This design comes from an exercise in tuning for small area, a short achievable clock period and few clock cycles on the open sky130 flow, not from production work. RTL that was checked went through simulation tests only; none was proved equivalent to the original. The RTL of runs 1 and 3 was laid out without a check of its function.

==> flow/design.v <==
module solver (
    input  logic         clk,
    input  logic         resetN,
    input  logic         start_enable,
    input  logic [31:0]  seq1_in,
    input  logic [31:0]  seq2_in,
    input  logic [127:0] above_row_score,
    input  logic [127:0] left_col_score,
    input  logic [3:0]   tile_row,
    input  logic [3:0]   tile_col,
    output logic         solver_done,
    output logic [511:0] arrow_matrix,
    output logic [127:0] last_row_score,
    output logic [127:0] last_col_score,
    output logic [7:0]   max_score,
    output logic [7:0]   max_pos,
    output logic [3:0]   out_tile_row,
    output logic [3:0]   out_tile_col
);
    logic        busy;
    logic [3:0]  tc;                     
    logic [14:0] oh;                     
    always_ff @(posedge clk or negedge resetN) begin
        if (!resetN) begin
            busy        <= 1'b0;
            tc          <= '0;
            solver_done <= 1'b0;
        end else if (!busy) begin
            if (start_enable) begin
                busy        <= 1'b1;
                solver_done <= 1'b0;
            end
        end else if (tc == 4'd14) begin
            busy        <= 1'b0;
            tc          <= '0;
            solver_done <= 1'b1;
        end else begin
            tc <= tc + 4'd1;
        end
    end
    always_comb
        for (int t = 0; t < 15; t++) oh[t] = busy && (tc == 4'(t));
    always_ff @(posedge clk) begin
        if (start_enable) begin
            out_tile_row <= tile_row;
            out_tile_col <= tile_col;
        end
    end
    function automatic logic ge8(input logic [7:0] a, input logic [7:0] b);
        logic [7:0] g, p;
        logic [3:0] g1, p1;
        logic [1:0] g2, p2;
        g = a & ~b;
        p = a | ~b;
        for (int n = 0; n < 4; n++) begin
            g1[n] = g[2*n+1] | (p[2*n+1] & g[2*n]);
            p1[n] = p[2*n+1] & p[2*n];
        end
        for (int n = 0; n < 2; n++) begin
            g2[n] = g1[2*n+1] | (p1[2*n+1] & g1[2*n]);
            p2[n] = p1[2*n+1] & p1[2*n];
        end
        ge8 = g2[1] | (p2[1] & (g2[0] | p2[0]));
    endfunction
    function automatic logic [7:0] pand8(input logic [7:0] v);
        logic [7:0] a1, a2;
        for (int n = 0; n < 8; n++) a1[n] = (n >= 1) ? v[n] & v[n-1] : v[n];
        for (int n = 0; n < 8; n++) a2[n] = (n >= 2) ? a1[n] & a1[n-2] : a1[n];
        for (int n = 0; n < 8; n++) pand8[n] = (n >= 4) ? a2[n] & a2[n-4] : a2[n];
    endfunction
    function automatic logic [9:0] sw_cell(input logic [7:0] hd, input logic [7:0] hu,
                                           input logic [7:0] hl, input logic match);
        logic [8:0] x;
        logic [7:0] d, u, l, pd1, pd0, pu, pl, ph;
        logic       c2, dpos, upos, lpos, c_du, c_dl, c_ul, diag;
        pd1 = pand8(hd);                         
        pd0 = pand8(~hd);                        
        pu  = pand8(~{hu[7:1], 1'b0});           
        pl  = pand8(~{hl[7:1], 1'b0});
        ph  = pand8({hd[7:2], 2'b11});           
        x[0] = ~hd[0];
        x[1] = hd[1] ^ hd[0] ^ match;
        c2   = match ? (hd[1] | hd[0]) : (hd[1] & hd[0]);
        x[2] = hd[2] ^ c2;
        for (int n = 3; n < 8; n++) x[n] = hd[n] ^ (c2 & ph[n-1]);
        x[8] = c2 & ph[7];
        d[0] = ~hd[0];
        for (int n = 1; n < 8; n++) d[n] = hd[n] ^ (match ? pd1[n-1] : pd0[n-1]);
        if (match && pd1[7]) d = 8'd255;
        u[0] = hu[0];
        l[0] = hl[0];
        u[1] = ~hu[1];
        l[1] = ~hl[1];
        for (int n = 2; n < 8; n++) begin
            u[n] = hu[n] ^ pu[n-1];
            l[n] = hl[n] ^ pl[n-1];
        end
        dpos = match | (|hd[7:1]);
        upos = (|hu[7:2]) | (&hu[1:0]);
        lpos = (|hl[7:2]) | (&hl[1:0]);
        c_du = x[8] | ge8(x[7:0], hu);
        c_dl = x[8] | ge8(x[7:0], hl);
        c_ul = !lpos | ge8(hu, hl);           
        diag = dpos & c_du & c_dl;
        if (diag)              sw_cell = {2'b01, d};
        else if (!c_ul)        sw_cell = {2'b11, l};
        else if (upos)         sw_cell = {2'b10, u};
        else                   sw_cell = {2'b00, 8'd0};
    endfunction
    function automatic logic [8:0] xinc(input logic [7:0] h, input logic match);
        logic [7:0] ph;
        logic       c2;
        ph = pand8({h[7:2], 2'b11});           
        xinc[0] = ~h[0];
        xinc[1] = h[1] ^ h[0] ^ match;
        c2 = match ? (h[1] | h[0]) : (h[1] & h[0]);
        xinc[2] = h[2] ^ c2;
        for (int n = 3; n < 8; n++) xinc[n] = h[n] ^ (c2 & ph[n-1]);
        xinc[8] = c2 & ph[7];
    endfunction
    function automatic logic [9:0] sw_cell_x(input logic [8:0] x, input logic [7:0] hu,
                                             input logic [7:0] hl);
        logic [7:0] d, u, l, px, pu, pl;
        logic       dpos, upos, lpos, c_du, c_dl, c_ul, diag;
        px = pand8(~{x[7:1], 1'b0});             
        d[0] = x[0];
        d[1] = ~x[1];
        for (int n = 2; n < 8; n++) d[n] = x[n] ^ px[n-1];
        if (x[8] && x[1]) d = 8'd255;
        pu = pand8(~{hu[7:1], 1'b0});
        pl = pand8(~{hl[7:1], 1'b0});
        u[0] = hu[0];
        l[0] = hl[0];
        u[1] = ~hu[1];
        l[1] = ~hl[1];
        for (int n = 2; n < 8; n++) begin
            u[n] = hu[n] ^ pu[n-1];
            l[n] = hl[n] ^ pl[n-1];
        end
        dpos = (|x[8:2]) | (&x[1:0]);
        upos = (|hu[7:2]) | (&hu[1:0]);
        lpos = (|hl[7:2]) | (&hl[1:0]);
        c_du = x[8] | ge8(x[7:0], hu);
        c_dl = x[8] | ge8(x[7:0], hl);
        c_ul = !lpos | ge8(hu, hl);
        diag = dpos & c_du & c_dl;
        if (diag)              sw_cell_x = {2'b01, d};
        else if (!c_ul)        sw_cell_x = {2'b11, l};
        else if (upos)         sw_cell_x = {2'b10, u};
        else                   sw_cell_x = {2'b00, 8'd0};
    endfunction
    logic [37:0]  cq;                    
    logic [37:0]  cqn;                   
    logic [31:0]  mr;                    
    logic [23:0]  w;                     
    logic [127:0] p1;                    
    logic [127:0] p2;                    
    logic [143:0] xr;                    
    logic [31:0]  mrn;                   
    logic [23:0]  wn;                    
    logic [127:0] p2n;                   
    logic [7:0]   h00;                   
    logic [1:0]   a00;                   
    logic [1:0] nq_hi, nq_lo;
    logic [7:0] na_hi, na_lo;
    always_comb begin
        nq_hi = 2'b00; nq_lo = 2'b00; na_hi = 8'd0; na_lo = 8'd0;
        for (int u = 0; u < 7; u++) begin
            if (2*u+4 < 16) na_hi = na_hi | ({8{tc == 4'(u)}} & above_row_score[8*(2*u+4) +: 8]);
            na_lo = na_lo | ({8{tc == 4'(u)}} & above_row_score[8*(2*u+3) +: 8]);
            if (2*u+6 < 16) nq_hi = nq_hi | ({2{tc == 4'(u)}} & seq2_in[2*(2*u+6) +: 2]);
            if (2*u+5 < 16) nq_lo = nq_lo | ({2{tc == 4'(u)}} & seq2_in[2*(2*u+5) +: 2]);
        end
    end
    always_comb begin
        if (!busy)
            cqn[9:0] = {seq2_in[1:0], seq2_in[3:2], seq2_in[5:4], seq2_in[7:6], seq2_in[9:8]};
        else
            cqn[9:0] = {cq[5:0], nq_lo, nq_hi};
        cqn[37:10] = cq[33:6];
    end
    logic [9:0] r00;
    assign r00 = sw_cell(8'd0, above_row_score[7:0], left_col_score[7:0],
                         seq1_in[1:0] == seq2_in[1:0]);
    always_comb begin
        wn = busy ? {na_hi, na_lo, w[23:16]} : above_row_score[23:0];
        for (int i = 0; i < 16; i++)
            for (int k = 0; k < 2; k++)
                mrn[2*i+k] = (seq1_in[2*i +: 2] == cqn[2*(i-k+3) +: 2]);
    end
    always_ff @(posedge clk) begin
        if (!busy) begin
            h00 <= r00[7:0];
            a00 <= r00[9:8];
        end
        w  <= wn;
        cq <= cqn;
        mr <= mrn;
        xr[8:0] <= xinc(wn[7:0], mrn[0]);
        for (int i = 1; i < 16; i++)
            xr[9*i +: 9] <= xinc(p2n[8*(i-1) +: 8], mrn[2*i]);
    end
    logic [255:0] hv;                    
    logic [63:0]  av;                    
    genvar gi, gk;
    generate
        for (gi = 0; gi < 16; gi++) begin : pe
            for (gk = 0; gk < 2; gk++) begin : ce
                logic [7:0] hl, hu, hd;
                logic [9:0] r;
                if (gk == 0) begin
                    if (gi == 0)
                        assign hl = (tc == 4'd0) ? h00 : p1[8*gi +: 8];
                    else if (gi % 2 == 1)
                        assign hl = (tc == 4'((gi-1) / 2)) ? p2[8*gi +: 8] : p1[8*gi +: 8];
                    else
                        assign hl = p1[8*gi +: 8];
                end else begin
                    if (gi % 2 == 0 && gi >= 2)
                        assign hl = (tc == 4'((gi-2) / 2)) ? p2[8*gi +: 8] : hv[(2*gi)*8 +: 8];
                    else
                        assign hl = hv[(2*gi)*8 +: 8];
                end
                if (gi == 0) begin
                    assign hu = w[8*(gk+1) +: 8];
                    assign hd = w[8*gk +: 8];
                end else if (gk == 0) begin
                    if (gi == 1)
                        assign hu = (tc == 4'd0) ? h00 : p1[8*(gi-1) +: 8];
                    else
                        assign hu = p1[8*(gi-1) +: 8];
                    assign hd = p2[8*(gi-1) +: 8];
                end else begin
                    assign hu = hv[(2*gi-2)*8 +: 8];
                    if (gi == 1)
                        assign hd = (tc == 4'd0) ? h00 : p1[8*(gi-1) +: 8];
                    else if ((gi-1) % 2 == 1)
                        assign hd = (tc == 4'((gi-2) / 2)) ? p2[8*(gi-1) +: 8] : p1[8*(gi-1) +: 8];
                    else
                        assign hd = p1[8*(gi-1) +: 8];
                end
                if (gk == 0) assign r = sw_cell_x(xr[9*gi +: 9], hu, hl);
                else         assign r = sw_cell(hd, hu, hl, mr[2*gi+gk]);
                assign hv[(2*gi+gk)*8 +: 8] = r[7:0];
                assign av[(2*gi+gk)*2 +: 2] = r[9:8];
            end
        end
    endgenerate
    logic [23:0] lc;
    always_comb begin
        for (int i = 0; i < 16; i++) begin
            p2n[8*i +: 8] = p2[8*i +: 8];
            if (i == 0 ? !busy :
                i % 2 == 1 ? (i == 1 ? !busy : oh[(i-3)/2]) :
                             ((i == 2 ? !busy : oh[(i-4)/2]) || oh[(i-2)/2]))
                p2n[8*i +: 8] = left_col_score[8*i +: 8];
            else if (i <= 2 || (busy && tc <= 4'((14+i)/2)))
                p2n[8*i +: 8] = hv[(2*i)*8 +: 8];
            else if (i % 2 == 1 && busy && tc == 4'((14+i)/2 + 1))
                p2n[8*i +: 8] = p1[8*i +: 8];
        end
    end
    always_ff @(posedge clk) begin
        p1 <= {hv[255:248], hv[239:232], hv[223:216], hv[207:200], hv[191:184], hv[175:168], hv[159:152], hv[143:136],
               hv[127:120], hv[111:104], hv[95:88], hv[79:72], hv[63:56], hv[47:40], hv[31:24], hv[15:8]};
        p2 <= p2n;
        if (oh[7]) lc[7:0]   <= hv[(2*0)*8 +: 8];
        if (oh[7]) lc[15:8]  <= hv[(2*1+1)*8 +: 8];
        if (oh[8]) lc[23:16] <= hv[(2*2)*8 +: 8];
    end
    always_comb begin
        last_col_score = p2;
        last_col_score[23:0] = lc;
        last_col_score[127:120] = last_row_score[127:120];
    end
    always_ff @(posedge clk) begin
        if (oh[0]) arrow_matrix[1:0] <= a00;
        for (int i = 0; i < 16; i++) begin
            for (int j = 0; j < 16; j++) begin
                if (i + j >= 1 && oh[(i+j-1) / 2])
                    arrow_matrix[32*i + 2*j +: 2] <= av[(2*i + (i+j-1) % 2)*2 +: 2];
            end
            if (oh[(14+i) / 2])
                last_row_score[8*i +: 8] <= hv[(2*15 + i % 2)*8 +: 8];
        end
    end
    logic [31:0] vr;
    always_ff @(posedge clk)
        for (int i = 0; i < 16; i++)
            for (int k = 0; k < 2; k++) begin
                vr[2*i+k] <= 1'b0;
                for (int t = 0; t < 15; t++)
                    if (2*t + 1 + k - i >= 0 && 2*t + 1 + k - i <= 15 && oh[t])
                        vr[2*i+k] <= 1'b1;
            end
    logic [3:0]  c_ok;                   
    logic [31:0] c_v;                    
    logic [15:0] c_r;                    
    logic [3:0]  c_b;                    
    logic [3:0]  n_ok;
    logic [31:0] n_v;
    logic [15:0] n_r;
    always_comb begin
        for (int k = 0; k < 2; k++) begin
            for (int h = 0; h < 2; h++) begin
                logic       o0 [8];
                logic [7:0] v0 [8];
                logic [2:0] r0 [8];
                logic       o1 [4];
                logic [7:0] v1 [4];
                logic [2:0] r1 [4];
                logic       o2 [2];
                logic [7:0] v2 [2];
                logic [2:0] r2 [2];
                for (int q = 0; q < 8; q++) begin
                    o0[q] = vr[2*(8*h+q)+k];
                    v0[q] = (k == 1) ? p1[8*(8*h+q) +: 8] : p2[8*(8*h+q) +: 8];
                    r0[q] = 3'(q);
                end
                for (int q = 0; q < 4; q++) begin
                    if (o0[2*q+1] && (!o0[2*q] || !ge8(v0[2*q], v0[2*q+1])))
                         begin v1[q] = v0[2*q+1]; r1[q] = r0[2*q+1]; end
                    else begin v1[q] = v0[2*q];   r1[q] = r0[2*q];   end
                    o1[q] = o0[2*q] | o0[2*q+1];
                end
                for (int q = 0; q < 2; q++) begin
                    if (o1[2*q+1] && (!o1[2*q] || !ge8(v1[2*q], v1[2*q+1])))
                         begin v2[q] = v1[2*q+1]; r2[q] = r1[2*q+1]; end
                    else begin v2[q] = v1[2*q];   r2[q] = r1[2*q];   end
                    o2[q] = o1[2*q] | o1[2*q+1];
                end
                if (o2[1] && (!o2[0] || !ge8(v2[0], v2[1])))
                     begin n_v[(2*k+h)*8 +: 8] = v2[1]; n_r[(2*k+h)*4 +: 4] = {1'(h), r2[1]}; end
                else begin n_v[(2*k+h)*8 +: 8] = v2[0]; n_r[(2*k+h)*4 +: 4] = {1'(h), r2[0]}; end
                n_ok[2*k+h] = o2[0] | o2[1];
            end
        end
    end
    always_ff @(posedge clk) begin
        c_ok <= n_ok;
        c_v <= n_v;
        c_r <= n_r;
        c_b <= {tc[2:0] - 3'd1, 1'b1};       
    end
    logic [7:0] m_v, m_p;
    always_comb begin
        logic [7:0] a_v, a_p, b_v, b_p, s_v, s_p;
        logic       a_ok, b_ok, s_ok;
        logic [7:0] t_v [7];
        logic [7:0] t_p [7];
        logic [7:0] u_v [4];
        logic [7:0] u_p [4];
        logic [7:0] x_v, x_p, y_v, y_p, z_v, z_p;
        logic [15:0] c_c;
        logic q1, q2, q3;
        q1 = 1'b0; q2 = 1'b0; q3 = 1'b0;
        for (int c = 0; c < 4; c++)
            c_c[4*c +: 4] = c_b + 4'(c / 2) - c_r[4*c +: 4];
        if (c_ok[1] && (!c_ok[0] || !ge8(c_v[7:0], c_v[15:8])))
             begin a_v = c_v[15:8];  a_p = {c_r[7:4], c_c[7:4]};   end
        else begin a_v = c_v[7:0];   a_p = {c_r[3:0], c_c[3:0]};   end
        a_ok = c_ok[0] | c_ok[1];
        if (c_ok[3] && (!c_ok[2] || !ge8(c_v[23:16], c_v[31:24])))
             begin b_v = c_v[31:24]; b_p = {c_r[15:12], c_c[15:12]}; end
        else begin b_v = c_v[23:16]; b_p = {c_r[11:8], c_c[11:8]};   end
        b_ok = c_ok[2] | c_ok[3];
        if (b_ok && (!a_ok || !ge8(a_v, b_v)))
             begin s_v = b_v; s_p = b_p; end
        else begin s_v = a_v; s_p = a_p; end
        s_ok = a_ok | b_ok;
        if (s_ok && !ge8(max_score, s_v))
             begin m_v = s_v;       m_p = s_p;     end
        else begin m_v = max_score; m_p = max_pos; end
        t_v[0] = p2[8*12 +: 8]; t_p[0] = {4'd12, 4'd15};
        t_v[1] = p2[8*13 +: 8]; t_p[1] = {4'd13, 4'd14};
        t_v[2] = p2[8*14 +: 8]; t_p[2] = {4'd14, 4'd13};
        t_v[3] = p2[8*15 +: 8]; t_p[3] = {4'd15, 4'd12};
        t_v[4] = p1[8*13 +: 8]; t_p[4] = {4'd13, 4'd15};
        t_v[5] = p1[8*14 +: 8]; t_p[5] = {4'd14, 4'd14};
        t_v[6] = p1[8*15 +: 8]; t_p[6] = {4'd15, 4'd13};
        for (int q = 0; q < 3; q++) begin
            if (ge8(t_v[2*q], t_v[2*q+1])) begin u_v[q] = t_v[2*q];   u_p[q] = t_p[2*q];   end
            else                           begin u_v[q] = t_v[2*q+1]; u_p[q] = t_p[2*q+1]; end
        end
        u_v[3] = t_v[6]; u_p[3] = t_p[6];
        if (ge8(u_v[0], u_v[1])) begin x_v = u_v[0]; x_p = u_p[0]; end
        else                     begin x_v = u_v[1]; x_p = u_p[1]; end
        if (ge8(u_v[2], u_v[3])) begin y_v = u_v[2]; y_p = u_p[2]; end
        else                     begin y_v = u_v[3]; y_p = u_p[3]; end
        if (ge8(x_v, y_v)) begin z_v = x_v; z_p = x_p; end
        else               begin z_v = y_v; z_p = y_p; end
        if (tc == 4'd14) begin
            if (!ge8(m_v, z_v)) begin m_v = z_v; m_p = z_p; end
            q1 = mr[2*14] && m_v == p2[8*13 +: 8] && m_v != 8'd255;       
            q2 = mr[2*15] && m_v == p2[8*14 +: 8] && m_v != 8'd255;       
            q3 = mr[2*15+1] && m_v == p1[8*14 +: 8] && m_v != 8'd255;     
            if (q1)      begin m_v = p2[8*13 +: 8] + 8'd1; m_p = {4'd14, 4'd15}; end
            else if (q2) begin m_v = p2[8*14 +: 8] + 8'd1; m_p = {4'd15, 4'd14}; end
            else if (q3) begin m_v = p1[8*14 +: 8] + 8'd1; m_p = 8'hFF;         end
        end
    end
    always_ff @(posedge clk) begin
        if (busy) begin
            if (tc == 4'd0) begin
                max_score <= h00;
                max_pos   <= '0;
            end else begin
                max_score <= m_v;
                max_pos   <= m_p;
            end
        end
    end
endmodule
==> flow/flow/run.sh <==
#!/bin/bash
# The standard layout (the standard.sh, unchanged synthesis) with two
# changes to how it is optimised:
#  - timing repair after CTS and global routing aims for 16 ns of setup
#    slack at the design's clock period, so it upsizes and buffers the
#    critical paths instead of stopping at 0 ns of slack;
set -o pipefail
export SETUP_SLACK_MARGIN=16
export BUFFER_PORTS_ARGS="-buffer_cell sky130_fd_sc_hd__buf_4"
bash standard.sh finish > standard.log 2>&1
==> flow/standard.sh <==
#!/bin/bash
# synth_recipe.tcl (not shown) runs the flow's synth.tcl, then flattens the netlist and writes it again
# the make line also repeats each setting of config.mk as NAME=value (left out here)
make -C /OpenROAD-flow-scripts/flow DESIGN_CONFIG=/design/flow/config.mk WORK_HOME=/design/flow/orfs CLKGATE_MAP_FILE= SYNTH_SCRIPT=/design/flow/synth_recipe.tcl "${@:-finish}"
==> flow/config.mk <==
export PLATFORM = sky130hd
export DESIGN_NAME = solver
export DESIGN_NICKNAME = solver
export VERILOG_FILES = /design/flow/design.v
export SDC_FILE = /design/flow/constraint.sdc
export NUM_CORES = 4
export LEC_CHECK = 0
export CAP_MARGIN = 20
export CORE_MARGIN = 2
export CORE_UTILIZATION = 40
export SLEW_MARGIN = 20
==> flow/constraint.sdc <==
create_clock -name core_clock -period 22.0 [get_ports {clk}]
set_input_delay 4.4000 -clock core_clock [delete_from_list [all_inputs] [get_ports {clk}]]
set_output_delay 4.4000 -clock core_clock [all_outputs]
set_load 0.01 [all_outputs]
==> flow_summary.toml, run 1 <==
[place]
placed_cells_incl_taps = 13210
hpwl_microns = 292000
count_of_buffers_inserted_at_the_top_level_ports = 1123
gp_routability_congestion = 1.02

[logic_synthesis]
synth_commonest_cells = "sky130_fd_sc_hd__nor2_1 (989), sky130_fd_sc_hd__nand2_1 (931), sky130_fd_sc_hd__edfxtp_1 (706)"
synth_ff_type = "sky130_fd_sc_hd__edfxtp_1"
synth_warnings = 42
ys_seq_area_share_pct = 37.6
yosysMostFrequentCell = "sky130_fd_sc_hd__nor2_1"
synth_cell_types = 143
synthArstFlopShare_pct = 0.487
mappedNetlistArea_sq_um = 84400
synth_largest_area_cell = "sky130_fd_sc_hd__edfxtp_1"
synth_top_cell_area_share_pct = 25.1
syn_nets = 10188
ys_ff_latch = 1232
post_synth_inst_count = 9667
synth_edf_count = 706
synth.area.top_cells = "sky130_fd_sc_hd__edfxtp_1 (25%), sky130_fd_sc_hd__dfxtp_1 (12%), sky130_fd_sc_hd__mux2i_1 (4.6%)"
synth_area_per_cell_sq_um = 8.73

[global_route]
antenna_found_initial = 27
grt_max_degree = 97
first_global_vias = 83723
global_route_wire_length_before_repair_microns = 579000
globalRouteTotalUtil_pct = 36.1
grt_overflow_total = 0

[timing]
grt_setup_unrepaired = "yes"
hold_viol = 0
finalMaxSlewViolations = 0
timing.fmax_ghz = 0.140
fin_worst_skew_ns = 0.0595
tightest_slew_margin_relative_to_the_limit_pct = 21.0
worst_slew_pin_slew_ns = 1.15
finalSetupTns_ns = 0
finalCriticalPeriod_ns = 7.13
setup_viol_count_final = 0
final_min_period_over_clock_period_pct = 32.4
timing.hold.ws_ns = 0.388

[outcome]
outcome = "complete, no violations"

[clock_tree]
clock_insertion_delay_worst_skew_ns = 0.86
clkSlewWorstSetupHoldPaths_ns = 0.07
numCtsBuffers = 145
ctsLongestPathBuffers = 3
tritoncts = "built"
postCtsHoldBufs = 0
cts_max_level = 4
clock-sinks = 1232
clockRootBuffer = "sky130_fd_sc_hd__clkbuf_16"

[worst_setup_path]
critical_path_peak_fanout = 11
worstSetupEndpointType = "register"
timing.critical_path.mode_cell = "sky130_fd_sc_hd__buf_4"
critical-path-slowest-cell = "sky130_fd_sc_hd__a222oi_1"
family_of_cells_with_the_greatest_summed_delay_on_the_critical_path = "compound AO/OA/AOI/OAI gates"
cp_data_required_time_ns = 22.57
crit_path_max_incr_delay_ns = 0.40
worstSetupStartpointType = "register"
worst_ep_arrival_time_ns = 7.69
category_of_the_critical_setup_timing_path = "register to register"
path_buf_inv = 7

[floorplanning]
std_cell_rows = 168
initial_utilization_pct = 40.3
fp.dieArea_sq_um = 215000
ioPinCount = 1124
die_w_microns = 463
floorplan.die.height_microns = 463
core-area_sq_um = 210000

[cells_and_area]
multi_input_logic_area_sq_um = 54900
layoutNonFillerInstCount = 14496
layout.area.seq_sq_um = 32000
fraction_of_layout_cells_with_a_size_suffix_above_1_pct = 35.5
nets = 12082
final.fill_count = 18629
syn_to_final_growth_pct = 39.5

[job]
max_cap_violations = 0

[routing]
drc_errors = 0
routed_via_density = 6.08
detail-route-antenna-nets = 0
routed_wirelength_microns = 412000
drt_pre_antenna_iters = 10
dr.first_iter.drc_count = 9737
average_wire_per_standard_cell_microns = 28.4
detailroute.via_count = 88175

[worst_hold_path]
type_of_the_most_critical_hold_path = "register to register"
==> layer usage <==
layer | routed length, microns | share of wire (%) | up-vias | track usage, %
li1 | - | - | 38970 | -
met1 | 165000 | 40 | 43041 | 46.6
met2 | 184000 | 45 | 5054 | 57.0
met3 | 39000 | 9.5 | 1098 | 8.27
met4 | 23000 | 5.6 | 12 | 17.0
met5 | 78 | 0.019 | - | 0
==> worst register-to-register path, delay by kind of cell, from the launching register on <==
| kind | cells | cell delay [ns] |
|---|---|---|
| AO/OA/AOI/OAI | 12 | 3.06 |
| XOR/XNOR | 1 | 0.18 |
| buffers and inverters | 7 | 1.05 |
| flip-flops | 1 | 0.39 |
| multiplexers | 2 | 0.57 |
| AND/OR/NAND/NOR | 7 | 1.61 |
==> sequential cells by signal (all words and copies together) (netlist names), 8 cells and up <==
signal,flops
arrow_matrix,512
c_r,12
c_v,32
cq,34
h00,8
last_row_score,128
lc,24
max_pos,8
max_score,8
mr,18
p1,128
p2,128
vr,9
w,16
xr,144
==> cell type report <==
type,instances,area share (%)
clock inverter,92,0.919
antenna,10,0.0213
tap,2805,2.98
inverter,611,2.15
timing repair buffer,2297,16.8
multi-input combinational,7274,46.6
sequential,1232,27.2
clock buffer,175,3.32
==> cells in the final DEF (no fill, tap or decap), drive strengths merged, types with 32 or more instances in the layout <==
master / synthesis / routed
xor2: 205 / 205
ha: 188 / 188
clkbuf: 351 / 176
a222oi: 32 / 32
inv: 581 / 565
a21o: 59 / 59
maj3: 327 / 328
a211oi: 92 / 94
o221ai: 58 / 60
nor2: 992 / 992
o22ai: 130 / 132
clkinvlp: 0 / 39
mux2i: 395 / 395
a22oi: 74 / 74
a221oi: 72 / 72
or3: 70 / 70
nor4: 46 / 46
xnor2: 434 / 434
o21ai: 582 / 584
a21boi: 41 / 42
nor2b: 85 / 85
or2: 57 / 57
edfxtp: 706 / 706
buf: 218 / 2284
and2: 80 / 80
dfxtp: 520 / 520
clkinv: 30 / 81
nand4: 70 / 70
a21oi: 606 / 607
nand3: 257 / 257
and3: 58 / 58
nand2b: 112 / 112
o21a: 53 / 54
nand2: 935 / 937
a31oi: 145 / 145
a22o: 33 / 34
o211ai: 86 / 86
mux2: 108 / 109
nor3: 227 / 227
o31ai: 82 / 82
==> timing repair <==
item / in CTS / in global routing
pin swaps: 430 / 405
setup buffers: 726 / 239
resized for setup: 1417 / 652
cloned: 41 / 2
endpoints found under the setup margin: 673 / 555
==> per-stage QoR <==
step | setup WS, ns | utilization (%) | cell area [sq um]
6_report | 14.87 | 56.2 | 118000
2_1_floorplan | 15.27 | - | 85200
5_1_grt | 14.63 | 56.2 | 118000
3_5_place_dp | 12.84 | 45.7 | 95700
3_3_place_gp | 13.09 | 45.6 | 95700
4_1_cts | 14.97 | 53.9 | 113000
==> cells by family (layout without fill, tap and decap cells) <==
group | Yosys count | in the layout | share of synthesized area [%]
and+or+nand+nor | 3093 | 3095 | 16.9
AOI/OAI and AO/OA | 2502 | 2518 | 19.8
DFF | 1232 | 1232 | 37.6
buffers and inverters | 1181 | 3175 | 6.13
xor gates and xnor gates | 639 | 639 | 6.63
adders and majority gates | 517 | 518 | 6.77
muxes | 503 | 504 | 6.17
other | 0 | 10 | 0
==> path summary, 6_finish.rpt <==
| kind | from | endpoint | slack (ns) | depth (start not counted) |
|---|---|---|---|---|
| min in group asynchronous | resetN | tc[2] | 3.40 | 1 |
| max | p1[116] | max_pos[1] | 14.87 | 29 |
| max reg2reg | p1[116] | max_pos[1] | 14.87 | 29 |
| min reg2reg | cq[28] | cq[32] | 0.39 | 0 |
| min | cq[28] | cq[32] | 0.39 | 0 |
| max in group asynchronous | resetN | busy | 18.35 | 1 |
==> run 2, diff against run 1 <==
--- a/flow/design.v
+++ b/flow/design.v
@@ -149,6 +149,7 @@
         else if (upos)         sw_cell_x = {2'b10, u};
         else                   sw_cell_x = {2'b00, 8'd0};
     endfunction
+    logic [31:0]  s1;                    
     logic [37:0]  cq;                    
     logic [37:0]  cqn;                   
     logic [31:0]  mr;                    
@@ -166,10 +167,14 @@
     always_comb begin
         nq_hi = 2'b00; nq_lo = 2'b00; na_hi = 8'd0; na_lo = 8'd0;
         for (int u = 0; u < 7; u++) begin
-            if (2*u+4 < 16) na_hi = na_hi | ({8{tc == 4'(u)}} & above_row_score[8*(2*u+4) +: 8]);
-            na_lo = na_lo | ({8{tc == 4'(u)}} & above_row_score[8*(2*u+3) +: 8]);
-            if (2*u+6 < 16) nq_hi = nq_hi | ({2{tc == 4'(u)}} & seq2_in[2*(2*u+6) +: 2]);
-            if (2*u+5 < 16) nq_lo = nq_lo | ({2{tc == 4'(u)}} & seq2_in[2*(2*u+5) +: 2]);
+            if (tc == 4'(u)) begin
+                if (2*u+4 < 16) na_hi = above_row_score[8*(2*u+4) +: 8];
+                na_lo = above_row_score[8*(2*u+3) +: 8];
+            end
+            if (tc == 4'(u) && u < 6) begin
+                if (2*u+6 < 16) nq_hi = seq2_in[2*(2*u+6) +: 2];
+                nq_lo = seq2_in[2*(2*u+5) +: 2];
+            end
         end
     end
     always_comb begin
@@ -186,10 +191,11 @@
         wn = busy ? {na_hi, na_lo, w[23:16]} : above_row_score[23:0];
         for (int i = 0; i < 16; i++)
             for (int k = 0; k < 2; k++)
-                mrn[2*i+k] = (seq1_in[2*i +: 2] == cqn[2*(i-k+3) +: 2]);
+                mrn[2*i+k] = ((busy ? s1[2*i +: 2] : seq1_in[2*i +: 2]) == cqn[2*(i-k+3) +: 2]);
     end
     always_ff @(posedge clk) begin
         if (!busy) begin
+            s1  <= seq1_in;
             h00 <= r00[7:0];
             a00 <= r00[9:8];
         end
==> flow_summary.toml, run 2 <==
[cells_and_area]
most_flops_register = "arrow_matrix"
final.fill_count = 19219
nets = 12066
fraction_of_layout_cells_with_a_size_suffix_above_1_pct = 33.9
layout.cells.most_common = "sky130_fd_sc_hd__buf_4"
largest_reg_flops = 512
layoutNonFillerInstCount = 14531
multi_input_logic_area_sq_um = 55600
syn_to_final_growth_pct = 36.7
leading_cell_types_in_the_layout_fill_and_taps_excluded = "sky130_fd_sc_hd__buf_4 (1903), sky130_fd_sc_hd__nor2_1 (970), sky130_fd_sc_hd__nand2_1 (856)"
layout_top_registers = "arrow_matrix x512, xr x144"
layout.area.seq_sq_um = 33000

[timing]
tightest_slew_margin_relative_to_the_limit_pct = 15.6
hold_viol = 0
setup_viol_count_final = 0
final_critical_path_setup_slack_ns = 15.26
finalMaxSlewViolations = 0
grt_setup_unrepaired = "yes"
finalSetupTns_ns = 0
fin_worst_skew_ns = 0.0365
finalCriticalPeriod_ns = 6.74
timing.fmax_ghz = 0.148
final_min_period_over_clock_period_pct = 30.6
worst_slew_pin_slew_ns = 1.26

[routing]
dr.first_iter.drc_count = 10462
detailroute.via_count = 88817
drc_errors = 0
routed_via_density = 6.11
average_wire_per_standard_cell_microns = 28.5
drt_pre_antenna_iters = 19
detail-route-antenna-nets = 0
routed_wirelength_microns = 414000

[clock_tree]
clock-sinks = 1264
clockRootBuffer = "sky130_fd_sc_hd__clkbuf_16"
cts_max_level = 4
postCtsHoldBufs = 0
numCtsBuffers = 146
clkSlewWorstSetupHoldPaths_ns = 0.07
ctsLongestPathBuffers = 3
tritoncts = "built"
clock_insertion_delay_worst_skew_ns = 0.82

[worst_setup_path]
category_of_the_critical_setup_timing_path = "register to register"
worstSetupStartpointType = "register"
critical_path_peak_fanout = 8
cp_data_required_time_ns = 22.54
worstSetupEndpointType = "register"
worst_ep_arrival_time_ns = 7.28

[logic_synthesis]
synth_commonest_cells = "sky130_fd_sc_hd__nor2_1 (1024), sky130_fd_sc_hd__nand2_1 (899), sky130_fd_sc_hd__edfxtp_1 (738)"
ys_ff_latch = 1264
syn_nets = 10319
yosysMostFrequentCell = "sky130_fd_sc_hd__nor2_1"
synth_cell_types = 140
ys_seq_area_share_pct = 37.9
synth_warnings = 43
synth_largest_area_cell = "sky130_fd_sc_hd__edfxtp_1"
synth.area.top_cells = "sky130_fd_sc_hd__edfxtp_1 (26%), sky130_fd_sc_hd__dfxtp_1 (12%), sky130_fd_sc_hd__mux2i_1 (5.3%)"
synth_edf_count = 738
synth_ff_type = "sky130_fd_sc_hd__edfxtp_1"
post_synth_inst_count = 9798
mappedNetlistArea_sq_um = 86300
synth_top_cell_area_share_pct = 25.7
synth_area_per_cell_sq_um = 8.81
synthArstFlopShare_pct = 0.475

[worst_hold_path]
type_of_the_most_critical_hold_path = "register to register"

[job]
max_cap_violations = 0

[place]
placed_cells_incl_taps = 13364
count_of_buffers_inserted_at_the_top_level_ports = 1123
place_ws_ns = 13.62
hpwl_microns = 297000
gp_routability_congestion = 1.02

[floorplanning]
core-area_sq_um = 215000
floorplan.die.height_microns = 468
fp.dieArea_sq_um = 219000
initial_utilization_pct = 40.2
std_cell_rows = 170
die_w_microns = 468
ioPinCount = 1124

[global_route]
globalRouteTotalUtil_pct = 35.5
grt_max_degree = 61
antenna_found_initial = 20
grt_overflow_total = 0
global_route_wire_length_before_repair_microns = 579000
first_global_vias = 83223

[outcome]
outcome = "complete, no violations"
==> run 2: metrics by stage <==
step	hold slack [ns]	util [%]	instance area [sq um]
after detailed placement	0.383	45.6	97800
after global routing	0.402	55.0	118000
after floorplan	0.375	-	87100
after global placement	0.385	45.5	97700
final	0.393	55.0	118000
after CTS	0.390	53.1	114000
==> run 2: routing by layer <==
| metal | wire length (microns) | up-vias | GRT usage [%] | share of wire [%] |
|---|---|---|---|---|
| met4 | 22000 | 12 | 15.9 | 5.3 |
| met5 | 258 | - | 0 | 0.062 |
| li1 | - | 39176 | - | - |
| met1 | 167000 | 43355 | 46.9 | 40 |
| met3 | 42500 | 1098 | 8.66 | 10 |
| met2 | 183000 | 5176 | 54.9 | 44 |
==> run 2: cell families after synthesis <==
| family | synth area share (%) |
|---|---|
| DFF | 37.9 |
| xor gates and xnor gates | 6.39 |
| muxes | 7.58 |
| AOI/OAI and AO/OA | 18.9 |
| and+or+nand+nor | 16.9 |
| buffers and inverters | 5.80 |
| adders and majority gates | 6.52 |
==> run 2: worst paths after layout <==
| kind | from | to | slack, ns | cells after the start |
|---|---|---|---|---|
| worst max-delay path | p2[123] | max_score[5] | 15.26 | 26 |
| worst min-delay path | cq[29] | cq[33] | 0.39 | 0 |
| worst max register to register | p2[123] | max_score[5] | 15.26 | 26 |
| worst min register to register | cq[29] | cq[33] | 0.39 | 0 |
| max in group asynchronous | resetN | busy | 18.36 | 1 |
| min in group asynchronous | resetN | tc[1] | 3.44 | 1 |
==> run 2: what timing repair did <==
action | 4_1_cts | 5_1_grt
resized for setup | 1286 | 546
endpoints found under the setup margin | 648 | 539
pin swaps | 340 | 367
cloned | 36 | 3
buffers inserted | 623 | 208
==> run 2: cell type report <==
cell class	count	share of cell area (%)
clock buffers	199	3.65
inverters	583	2.01
flip-flops and latches	1264	28.0
multi-input cells	7377	47.2
clock inverters	70	0.654
diodes	27	0.0573
well taps	2838	3.01
repair buffers	2173	15.5
==> run 2: worst max-delay path: stages, from the launching register on <==
cell and delay, ns:
sky130_fd_sc_hd__edfxtp_1 0.45, sky130_fd_sc_hd__and3b_1 0.23, sky130_fd_sc_hd__a2111oi_4 0.43, sky130_fd_sc_hd__o2111a_1 0.31, sky130_fd_sc_hd__nor4_4 0.04, sky130_fd_sc_hd__buf_4 0.18, sky130_fd_sc_hd__nand3_1 0.12, sky130_fd_sc_hd__a211oi_2 0.10
sky130_fd_sc_hd__or4b_4 0.57, sky130_fd_sc_hd__nand3_4 0.17, sky130_fd_sc_hd__mux2_4 0.32, sky130_fd_sc_hd__maj3_2 0.33, sky130_fd_sc_hd__a221o_1 0.43, sky130_fd_sc_hd__a21o_1 0.24, sky130_fd_sc_hd__or2_4 0.29, sky130_fd_sc_hd__a31oi_4 0.21
sky130_fd_sc_hd__and3_4 0.28, sky130_fd_sc_hd__a21oi_4 0.09, sky130_fd_sc_hd__buf_6 0.16, sky130_fd_sc_hd__a2111oi_4 0.32, sky130_fd_sc_hd__nand3b_1 0.16, sky130_fd_sc_hd__buf_4 0.17, sky130_fd_sc_hd__nor4_4 0.32, sky130_fd_sc_hd__buf_6 0.18
sky130_fd_sc_hd__a21o_1 0.09, sky130_fd_sc_hd__o22ai_1 0.09, sky130_fd_sc_hd__o21a_1 0.19
Testbench counts of run 2, summed over its fixed seeds: cycles 12,288.
==> run 3, diff against run 2 <==
--- a/flow/design.v
+++ b/flow/design.v
@@ -40,6 +40,10 @@
     end
     always_comb
         for (int t = 0; t < 15; t++) oh[t] = busy && (tc == 4'(t));
+    logic [7:0] sel;
+    always_ff @(posedge clk)
+        for (int u = 0; u < 8; u++)
+            sel[u] <= busy ? (tc + 4'd1 == 4'(u)) : (u == 0);
     always_ff @(posedge clk) begin
         if (start_enable) begin
             out_tile_row <= tile_row;
@@ -149,7 +153,6 @@
         else if (upos)         sw_cell_x = {2'b10, u};
         else                   sw_cell_x = {2'b00, 8'd0};
     endfunction
-    logic [31:0]  s1;                    
     logic [37:0]  cq;                    
     logic [37:0]  cqn;                   
     logic [31:0]  mr;                    
@@ -167,14 +170,10 @@
     always_comb begin
         nq_hi = 2'b00; nq_lo = 2'b00; na_hi = 8'd0; na_lo = 8'd0;
         for (int u = 0; u < 7; u++) begin
-            if (tc == 4'(u)) begin
-                if (2*u+4 < 16) na_hi = above_row_score[8*(2*u+4) +: 8];
-                na_lo = above_row_score[8*(2*u+3) +: 8];
-            end
-            if (tc == 4'(u) && u < 6) begin
-                if (2*u+6 < 16) nq_hi = seq2_in[2*(2*u+6) +: 2];
-                nq_lo = seq2_in[2*(2*u+5) +: 2];
-            end
+            if (2*u+4 < 16) na_hi = na_hi | ({8{tc == 4'(u)}} & above_row_score[8*(2*u+4) +: 8]);
+            na_lo = na_lo | ({8{tc == 4'(u)}} & above_row_score[8*(2*u+3) +: 8]);
+            if (2*u+6 < 16) nq_hi = nq_hi | ({2{tc == 4'(u)}} & seq2_in[2*(2*u+6) +: 2]);
+            if (2*u+5 < 16) nq_lo = nq_lo | ({2{tc == 4'(u)}} & seq2_in[2*(2*u+5) +: 2]);
         end
     end
     always_comb begin
@@ -191,11 +190,10 @@
         wn = busy ? {na_hi, na_lo, w[23:16]} : above_row_score[23:0];
         for (int i = 0; i < 16; i++)
             for (int k = 0; k < 2; k++)
-                mrn[2*i+k] = ((busy ? s1[2*i +: 2] : seq1_in[2*i +: 2]) == cqn[2*(i-k+3) +: 2]);
+                mrn[2*i+k] = (seq1_in[2*i +: 2] == cqn[2*(i-k+3) +: 2]);
     end
     always_ff @(posedge clk) begin
         if (!busy) begin
-            s1  <= seq1_in;
             h00 <= r00[7:0];
             a00 <= r00[9:8];
         end
@@ -216,14 +214,14 @@
                 logic [9:0] r;
                 if (gk == 0) begin
                     if (gi == 0)
-                        assign hl = (tc == 4'd0) ? h00 : p1[8*gi +: 8];
+                        assign hl = sel[0] ? h00 : p1[8*gi +: 8];
                     else if (gi % 2 == 1)
-                        assign hl = (tc == 4'((gi-1) / 2)) ? p2[8*gi +: 8] : p1[8*gi +: 8];
+                        assign hl = sel[(gi-1) / 2] ? p2[8*gi +: 8] : p1[8*gi +: 8];
                     else
                         assign hl = p1[8*gi +: 8];
                 end else begin
                     if (gi % 2 == 0 && gi >= 2)
-                        assign hl = (tc == 4'((gi-2) / 2)) ? p2[8*gi +: 8] : hv[(2*gi)*8 +: 8];
+                        assign hl = sel[(gi-2) / 2] ? p2[8*gi +: 8] : hv[(2*gi)*8 +: 8];
                     else
                         assign hl = hv[(2*gi)*8 +: 8];
                 end
@@ -232,21 +230,21 @@
                     assign hd = w[8*gk +: 8];
                 end else if (gk == 0) begin
                     if (gi == 1)
-                        assign hu = (tc == 4'd0) ? h00 : p1[8*(gi-1) +: 8];
+                        assign hu = sel[0] ? h00 : p1[8*(gi-1) +: 8];
                     else
                         assign hu = p1[8*(gi-1) +: 8];
                     assign hd = p2[8*(gi-1) +: 8];
                 end else begin
                     assign hu = hv[(2*gi-2)*8 +: 8];
                     if (gi == 1)
-                        assign hd = (tc == 4'd0) ? h00 : p1[8*(gi-1) +: 8];
+                        assign hd = sel[0] ? h00 : p1[8*(gi-1) +: 8];
                     else if ((gi-1) % 2 == 1)
-                        assign hd = (tc == 4'((gi-2) / 2)) ? p2[8*(gi-1) +: 8] : p1[8*(gi-1) +: 8];
+                        assign hd = sel[(gi-2) / 2] ? p2[8*(gi-1) +: 8] : p1[8*(gi-1) +: 8];
                     else
                         assign hd = p1[8*(gi-1) +: 8];
                 end
-                if (gk == 0) assign r = sw_cell_x(xr[9*gi +: 9], hu, hl);
-                else         assign r = sw_cell(hd, hu, hl, mr[2*gi+gk]);
+                if (gk == 0) sw_pe_cell_x u_cell (.x(xr[9*gi +: 9]), .hu(hu), .hl(hl), .r(r));
+                else         sw_pe_cell   u_cell (.hd(hd), .hu(hu), .hl(hl), .match(mr[2*gi+gk]), .r(r));
                 assign hv[(2*gi+gk)*8 +: 8] = r[7:0];
                 assign av[(2*gi+gk)*2 +: 2] = r[9:8];
             end
@@ -417,3 +415,226 @@
         end
     end
 endmodule
+module sw_pe_cell (
+    input  logic [7:0] hd,
+    input  logic [7:0] hu,
+    input  logic [7:0] hl,
+    input  logic       match,
+    output logic [9:0] r
+);
+    function automatic logic ge8(input logic [7:0] a, input logic [7:0] b);
+        logic [7:0] g, p;
+        logic [3:0] g1, p1;
+        logic [1:0] g2, p2;
+        g = a & ~b;
+        p = a | ~b;
+        for (int n = 0; n < 4; n++) begin
+            g1[n] = g[2*n+1] | (p[2*n+1] & g[2*n]);
+            p1[n] = p[2*n+1] & p[2*n];
+        end
+        for (int n = 0; n < 2; n++) begin
+            g2[n] = g1[2*n+1] | (p1[2*n+1] & g1[2*n]);
+            p2[n] = p1[2*n+1] & p1[2*n];
+        end
+        ge8 = g2[1] | (p2[1] & (g2[0] | p2[0]));
+    endfunction
+    function automatic logic [7:0] pand8(input logic [7:0] v);
+        logic [7:0] a1, a2;
+        for (int n = 0; n < 8; n++) a1[n] = (n >= 1) ? v[n] & v[n-1] : v[n];
+        for (int n = 0; n < 8; n++) a2[n] = (n >= 2) ? a1[n] & a1[n-2] : a1[n];
+        for (int n = 0; n < 8; n++) pand8[n] = (n >= 4) ? a2[n] & a2[n-4] : a2[n];
+    endfunction
+    function automatic logic [9:0] sw_cell(input logic [7:0] hd, input logic [7:0] hu,
+                                           input logic [7:0] hl, input logic match);
+        logic [8:0] x;
+        logic [7:0] d, u, l, pd1, pd0, pu, pl, ph;
+        logic       c2, dpos, upos, lpos, c_du, c_dl, c_ul, diag;
+        pd1 = pand8(hd);                         
+        pd0 = pand8(~hd);                        
+        pu  = pand8(~{hu[7:1], 1'b0});           
+        pl  = pand8(~{hl[7:1], 1'b0});
+        ph  = pand8({hd[7:2], 2'b11});           
+        x[0] = ~hd[0];
+        x[1] = hd[1] ^ hd[0] ^ match;
+        c2   = match ? (hd[1] | hd[0]) : (hd[1] & hd[0]);
+        x[2] = hd[2] ^ c2;
+        for (int n = 3; n < 8; n++) x[n] = hd[n] ^ (c2 & ph[n-1]);
+        x[8] = c2 & ph[7];
+        d[0] = ~hd[0];
+        for (int n = 1; n < 8; n++) d[n] = hd[n] ^ (match ? pd1[n-1] : pd0[n-1]);
+        if (match && pd1[7]) d = 8'd255;
+        u[0] = hu[0];
+        l[0] = hl[0];
+        u[1] = ~hu[1];
+        l[1] = ~hl[1];
+        for (int n = 2; n < 8; n++) begin
+            u[n] = hu[n] ^ pu[n-1];
+            l[n] = hl[n] ^ pl[n-1];
+        end
+        dpos = match | (|hd[7:1]);
+        upos = (|hu[7:2]) | (&hu[1:0]);
+        lpos = (|hl[7:2]) | (&hl[1:0]);
+        c_du = x[8] | ge8(x[7:0], hu);
+        c_dl = x[8] | ge8(x[7:0], hl);
+        c_ul = !lpos | ge8(hu, hl);           
+        diag = dpos & c_du & c_dl;
+        if (diag)              sw_cell = {2'b01, d};
+        else if (!c_ul)        sw_cell = {2'b11, l};
+        else if (upos)         sw_cell = {2'b10, u};
+        else                   sw_cell = {2'b00, 8'd0};
+    endfunction
+    function automatic logic [8:0] xinc(input logic [7:0] h, input logic match);
+        logic [7:0] ph;
+        logic       c2;
+        ph = pand8({h[7:2], 2'b11});           
+        xinc[0] = ~h[0];
+        xinc[1] = h[1] ^ h[0] ^ match;
+        c2 = match ? (h[1] | h[0]) : (h[1] & h[0]);
+        xinc[2] = h[2] ^ c2;
+        for (int n = 3; n < 8; n++) xinc[n] = h[n] ^ (c2 & ph[n-1]);
+        xinc[8] = c2 & ph[7];
+    endfunction
+    function automatic logic [9:0] sw_cell_x(input logic [8:0] x, input logic [7:0] hu,
+                                             input logic [7:0] hl);
+        logic [7:0] d, u, l, px, pu, pl;
+        logic       dpos, upos, lpos, c_du, c_dl, c_ul, diag;
+        px = pand8(~{x[7:1], 1'b0});             
+        d[0] = x[0];
+        d[1] = ~x[1];
+        for (int n = 2; n < 8; n++) d[n] = x[n] ^ px[n-1];
+        if (x[8] && x[1]) d = 8'd255;
+        pu = pand8(~{hu[7:1], 1'b0});
+        pl = pand8(~{hl[7:1], 1'b0});
+        u[0] = hu[0];
+        l[0] = hl[0];
+        u[1] = ~hu[1];
+        l[1] = ~hl[1];
+        for (int n = 2; n < 8; n++) begin
+            u[n] = hu[n] ^ pu[n-1];
+            l[n] = hl[n] ^ pl[n-1];
+        end
+        dpos = (|x[8:2]) | (&x[1:0]);
+        upos = (|hu[7:2]) | (&hu[1:0]);
+        lpos = (|hl[7:2]) | (&hl[1:0]);
+        c_du = x[8] | ge8(x[7:0], hu);
+        c_dl = x[8] | ge8(x[7:0], hl);
+        c_ul = !lpos | ge8(hu, hl);
+        diag = dpos & c_du & c_dl;
+        if (diag)              sw_cell_x = {2'b01, d};
+        else if (!c_ul)        sw_cell_x = {2'b11, l};
+        else if (upos)         sw_cell_x = {2'b10, u};
+        else                   sw_cell_x = {2'b00, 8'd0};
+    endfunction
+    assign r = sw_cell(hd, hu, hl, match);
+endmodule
+module sw_pe_cell_x (
+    input  logic [8:0] x,
+    input  logic [7:0] hu,
+    input  logic [7:0] hl,
+    output logic [9:0] r
+);
+    function automatic logic ge8(input logic [7:0] a, input logic [7:0] b);
+        logic [7:0] g, p;
+        logic [3:0] g1, p1;
+        logic [1:0] g2, p2;
+        g = a & ~b;
+        p = a | ~b;
+        for (int n = 0; n < 4; n++) begin
+            g1[n] = g[2*n+1] | (p[2*n+1] & g[2*n]);
+            p1[n] = p[2*n+1] & p[2*n];
+        end
+        for (int n = 0; n < 2; n++) begin
+            g2[n] = g1[2*n+1] | (p1[2*n+1] & g1[2*n]);
+            p2[n] = p1[2*n+1] & p1[2*n];
+        end
+        ge8 = g2[1] | (p2[1] & (g2[0] | p2[0]));
+    endfunction
+    function automatic logic [7:0] pand8(input logic [7:0] v);
+        logic [7:0] a1, a2;
+        for (int n = 0; n < 8; n++) a1[n] = (n >= 1) ? v[n] & v[n-1] : v[n];
+        for (int n = 0; n < 8; n++) a2[n] = (n >= 2) ? a1[n] & a1[n-2] : a1[n];
+        for (int n = 0; n < 8; n++) pand8[n] = (n >= 4) ? a2[n] & a2[n-4] : a2[n];
+    endfunction
+    function automatic logic [9:0] sw_cell(input logic [7:0] hd, input logic [7:0] hu,
+                                           input logic [7:0] hl, input logic match);
+        logic [8:0] x;
+        logic [7:0] d, u, l, pd1, pd0, pu, pl, ph;
+        logic       c2, dpos, upos, lpos, c_du, c_dl, c_ul, diag;
+        pd1 = pand8(hd);                         
+        pd0 = pand8(~hd);                        
+        pu  = pand8(~{hu[7:1], 1'b0});           
+        pl  = pand8(~{hl[7:1], 1'b0});
+        ph  = pand8({hd[7:2], 2'b11});           
+        x[0] = ~hd[0];
+        x[1] = hd[1] ^ hd[0] ^ match;
+        c2   = match ? (hd[1] | hd[0]) : (hd[1] & hd[0]);
+        x[2] = hd[2] ^ c2;
+        for (int n = 3; n < 8; n++) x[n] = hd[n] ^ (c2 & ph[n-1]);
+        x[8] = c2 & ph[7];
+        d[0] = ~hd[0];
+        for (int n = 1; n < 8; n++) d[n] = hd[n] ^ (match ? pd1[n-1] : pd0[n-1]);
+        if (match && pd1[7]) d = 8'd255;
+        u[0] = hu[0];
+        l[0] = hl[0];
+        u[1] = ~hu[1];
+        l[1] = ~hl[1];
+        for (int n = 2; n < 8; n++) begin
+            u[n] = hu[n] ^ pu[n-1];
+            l[n] = hl[n] ^ pl[n-1];
+        end
+        dpos = match | (|hd[7:1]);
+        upos = (|hu[7:2]) | (&hu[1:0]);
+        lpos = (|hl[7:2]) | (&hl[1:0]);
+        c_du = x[8] | ge8(x[7:0], hu);
+        c_dl = x[8] | ge8(x[7:0], hl);
+        c_ul = !lpos | ge8(hu, hl);           
+        diag = dpos & c_du & c_dl;
+        if (diag)              sw_cell = {2'b01, d};
+        else if (!c_ul)        sw_cell = {2'b11, l};
+        else if (upos)         sw_cell = {2'b10, u};
+        else                   sw_cell = {2'b00, 8'd0};
+    endfunction
+    function automatic logic [8:0] xinc(input logic [7:0] h, input logic match);
+        logic [7:0] ph;
+        logic       c2;
+        ph = pand8({h[7:2], 2'b11});           
+        xinc[0] = ~h[0];
+        xinc[1] = h[1] ^ h[0] ^ match;
+        c2 = match ? (h[1] | h[0]) : (h[1] & h[0]);
+        xinc[2] = h[2] ^ c2;
+        for (int n = 3; n < 8; n++) xinc[n] = h[n] ^ (c2 & ph[n-1]);
+        xinc[8] = c2 & ph[7];
+    endfunction
+    function automatic logic [9:0] sw_cell_x(input logic [8:0] x, input logic [7:0] hu,
+                                             input logic [7:0] hl);
+        logic [7:0] d, u, l, px, pu, pl;
+        logic       dpos, upos, lpos, c_du, c_dl, c_ul, diag;
+        px = pand8(~{x[7:1], 1'b0});             
+        d[0] = x[0];
+        d[1] = ~x[1];
+        for (int n = 2; n < 8; n++) d[n] = x[n] ^ px[n-1];
+        if (x[8] && x[1]) d = 8'd255;
+        pu = pand8(~{hu[7:1], 1'b0});
+        pl = pand8(~{hl[7:1], 1'b0});
+        u[0] = hu[0];
+        l[0] = hl[0];
+        u[1] = ~hu[1];
+        l[1] = ~hl[1];
+        for (int n = 2; n < 8; n++) begin
+            u[n] = hu[n] ^ pu[n-1];
+            l[n] = hl[n] ^ pl[n-1];
+        end
+        dpos = (|x[8:2]) | (&x[1:0]);
+        upos = (|hu[7:2]) | (&hu[1:0]);
+        lpos = (|hl[7:2]) | (&hl[1:0]);
+        c_du = x[8] | ge8(x[7:0], hu);
+        c_dl = x[8] | ge8(x[7:0], hl);
+        c_ul = !lpos | ge8(hu, hl);
+        diag = dpos & c_du & c_dl;
+        if (diag)              sw_cell_x = {2'b01, d};
+        else if (!c_ul)        sw_cell_x = {2'b11, l};
+        else if (upos)         sw_cell_x = {2'b10, u};
+        else                   sw_cell_x = {2'b00, 8'd0};
+    endfunction
+    assign r = sw_cell_x(x, hu, hl);
+endmodule
--- a/flow/config.mk
+++ b/flow/config.mk
@@ -9,3 +9,4 @@
 export CORE_MARGIN = 2
 export CORE_UTILIZATION = 40
 export SLEW_MARGIN = 20
+export SYNTH_HIERARCHICAL = 1
==> flow_summary.toml, run 3 <==
[logic_synthesis]
synth.area.top_cells = "sky130_fd_sc_hd__edfxtp_1 (23%), sky130_fd_sc_hd__dfxtp_1 (11%), sky130_fd_sc_hd__mux2i_1 (6.8%)"
ys_ff_latch = 1240
yosysMostFrequentCell = "sky130_fd_sc_hd__nor2_1"
synth_area_per_cell_sq_um = 8.87
synth_commonest_cells = "sky130_fd_sc_hd__nor2_1 (920), sky130_fd_sc_hd__a21oi_1 (747), sky130_fd_sc_hd__edfxtp_1 (706)"
synth_cell_types = 114
synth_edf_count = 706
synth_top_cell_area_share_pct = 23.0
synth_largest_area_cell = "sky130_fd_sc_hd__edfxtp_1"
mappedNetlistArea_sq_um = 92300
syn_nets = 10956
post_synth_inst_count = 10400
synthArstFlopShare_pct = 0.484
ys_seq_area_share_pct = 34.6
synth_ff_type = "sky130_fd_sc_hd__edfxtp_1"
synth_warnings = 50

[floorplanning]
ioPinCount = 1124
initial_utilization_pct = 40.2
fp.dieArea_sq_um = 234000
core-area_sq_um = 230000
std_cell_rows = 176
die_w_microns = 484
floorplan.die.height_microns = 484

[clock_tree]
clockRootBuffer = "sky130_fd_sc_hd__clkbuf_16"
clkSlewWorstSetupHoldPaths_ns = 0.07
cts_max_level = 4
tritoncts = "built"
ctsLongestPathBuffers = 3
clock_insertion_delay_worst_skew_ns = 0.84
clock-sinks = 1240
numCtsBuffers = 146

[place]
gp_routability_congestion = 0.967
hpwl_microns = 289000
count_of_buffers_inserted_at_the_top_level_ports = 1123
detailed_place.area_sq_um = 104000

[global_route]
grt_max_degree = 61
grt_overflow_total = 0
antenna_found_initial = 29
globalRouteTotalUtil_pct = 31.7
first_global_vias = 84039
global_route_wire_length_before_repair_microns = 562000

[cells_and_area]
leading_cell_types_in_the_layout_fill_and_taps_excluded = "sky130_fd_sc_hd__buf_4 (1582), sky130_fd_sc_hd__nor2_1 (905), sky130_fd_sc_hd__edfxtp_1 (706)"
fraction_of_layout_cells_with_a_size_suffix_above_1_pct = 26.0
postLayoutCoreUtil_pct = 49.8
final_cell_area_sq_um = 114000
nets = 12206
layout_top_registers = "arrow_matrix x512, xr x144"
largest_reg_flops = 512
most_flops_register = "arrow_matrix"
syn_to_final_growth_pct = 24.1
layout.cells.most_common = "sky130_fd_sc_hd__buf_4"

[job]
max_cap_violations = 0

[worst_setup_path]
worstSetupStartpointType = "register"
worst_ep_arrival_time_ns = 7.55
cp_data_required_time_ns = 22.56
timing.critical_path.mode_cell = "sky130_fd_sc_hd__buf_12"
critical_path_peak_fanout = 8
critical-path-slowest-cell = "sky130_fd_sc_hd__or4_4"
reg2reg_to = "max_score[6]"
r2r_slack_ns = 15.01
regToRegStartpoint = "c_v[13]"
r2r.worst_path.cells = 30
category_of_the_critical_setup_timing_path = "register to register"
crit_path_max_incr_delay_ns = 0.54
worstSetupEndpointType = "register"

[timing]
final_min_period_over_clock_period_pct = 31.8
hold_viol = 0
finalCriticalPeriod_ns = 6.99
timing.fmax_ghz = 0.143
finalMaxSlewViolations = 0
grt_setup_unrepaired = "yes"
worst_slew_pin_slew_ns = 1.15
setup_viol_count_final = 0
timing.hold.ws_ns = 0.399
finalSetupTns_ns = 0
fin_worst_skew_ns = 0.0376
tightest_slew_margin_relative_to_the_limit_pct = 23.4

[worst_hold_path]
min_delay_path_depth = 0
worstHoldEndpoint = "cq[14]"
type_of_the_most_critical_hold_path = "register to register"
worst_hold_startpoint = "cq[10]"

[routing]
drt_pre_antenna_iters = 7
routed_wirelength_microns = 391000
drc_errors = 0
routed_via_density = 5.94
dr.first_iter.drc_count = 8444
detail-route-antenna-nets = 0
average_wire_per_standard_cell_microns = 26.4
detailroute.via_count = 88076

[outcome]
outcome = "complete, no violations"
[run 3: cell count changes after synthesis, moves of 62 or more]
cell and delta:
sky130_fd_sc_hd__a21oi_1 +150, sky130_fd_sc_hd__a221oi_1 -72, sky130_fd_sc_hd__inv_1 +172, sky130_fd_sc_hd__maj3_1 -140, sky130_fd_sc_hd__mux2i_1 +169, sky130_fd_sc_hd__nand2_1 -233, sky130_fd_sc_hd__nand2b_1 +172, sky130_fd_sc_hd__nor2_1 -104
sky130_fd_sc_hd__nor2b_1 +108, sky130_fd_sc_hd__nor3_1 +118, sky130_fd_sc_hd__o211ai_1 +77, sky130_fd_sc_hd__o31ai_1 -62, sky130_fd_sc_hd__xor2_1 +120
[run 3: area by class of cell]
class	count	area (sq um)
Inverter	726	2740
Antenna cell	23	57.6
Fill cell	21390	115000
Timing Repair Buffer	1677	13200
Clock buffer	190	3990
Clock inverter	79	1020
Sequential cell	1240	32100
Multi-Input combinational cell	7859	57500
Tap cell	3026	3790
[run 3: modules after synthesis (local to each module, per instance)]
module	cells inside	area, sq um	flip-flops and latches	times used
sw_pe_cell	207	1370	0	16
sw_pe_cell_x	163	1090	0	16
solver	4480	53000	1240	1
[run 3: repair_timing]
| item | in CTS | in global routing |
|---|---|---|
| cloned | 8 | 2 |
| pin swaps | 120 | 119 |
| setup endpoints to repair | 359 | 321 |
| gates resized for setup | 467 | 207 |
| buffers inserted | 210 | 69 |
| hold buffers | 0 | 0 |
[run 3: kinds of logic after synthesis]
logic type      count (synthesis)  share of synthesized area [%]
compound gates               2591                           19.6
xor+xnor                      692                           6.57
fa+ha+maj                     415                           5.21
buf+inv                      1304                           6.10
flops                        1240                           34.6
mux                           867                           9.87
simple gates                 3291                           18.0
[run 3: critical path, delay by kind of cell, from the launching register on]
family	cells	cell delay (ns)
AOI/OAI and AO/OA	13	2.98
xor gates and xnor gates	1	0.15
buffers and inverters	8	0.99
DFF	1	0.34
muxes	3	0.82
and+or+nand+nor	5	1.42
[run 3: metrics by stage]
stage,setup slack (ns),instances
5_1_grt,14.74,14805
3_3_place_gp,12.70,14237
2_1_floorplan,15.14,10400
3_5_place_dp,12.74,14238
4_1_cts,15.02,14725
6_report,15.01,14820
[run 3: worst max path at each step]
stage,from,end,cells after the start
after global routing,c_v[16],max_score[6],30
final,c_v[13],max_score[6],30
after CTS,c_v[13],max_pos[6],29
after floorplan,above_row_score[0],h00[0],12
after detailed placement,c_v[16],max_pos[2],23
after global placement,c_v[19],max_pos[6],23
[run 3: per-layer routing]
layer	up-vias	share of wire [%]	wire [microns]	GRT usage, %
met2	4326	46	182000	51.9
li1	40304	-	-	-
met3	887	7.6	29800	6.26
met5	-	0.018	69	0
met4	10	6.7	26100	19.2
met1	42549	39	154000	38.3

==> what the ideal ports hide <==
How much do the figures lean on ideal ports? The routed layouts below were timed once more, with nothing changed but the port constraints. Step 1 (the two cells are an assumption about what drives the block):
set clk [get_ports {clk}]
set_driving_cell -lib_cell sky130_fd_sc_hd__clkbuf_16 $clk
set_driving_cell -lib_cell sky130_fd_sc_hd__buf_2 [delete_from_list [all_inputs] $clk]
Step 2, shift: input delay + t, output delay - t, t = (earliest + latest rising clock arrival at the registers) / 2. This alone moves slack from input paths to output paths. a / b / c = ideal / step 1 / step 2; a / b = the first two.
| run | shift t [ns] | setup slack, ns | worst register clock-pin slew, ns |
|---|---|---|---|
| run 1 | 0.937 | 14.874 / 14.874 / 14.822 | 0.07 / 0.07 |
| run 2 | 0.899 | 15.259 / 15.259 / 14.741 | 0.07 / 0.07 |
| run 3 | 0.929 | 15.012 / 15.012 / 14.838 | 0.07 / 0.07 |
After both steps setup and hold are still met in every run listed. For run 2, which loses most, drivers alone change the setup slack by 0.000 ns; drivers and shift together by -0.518 ns.
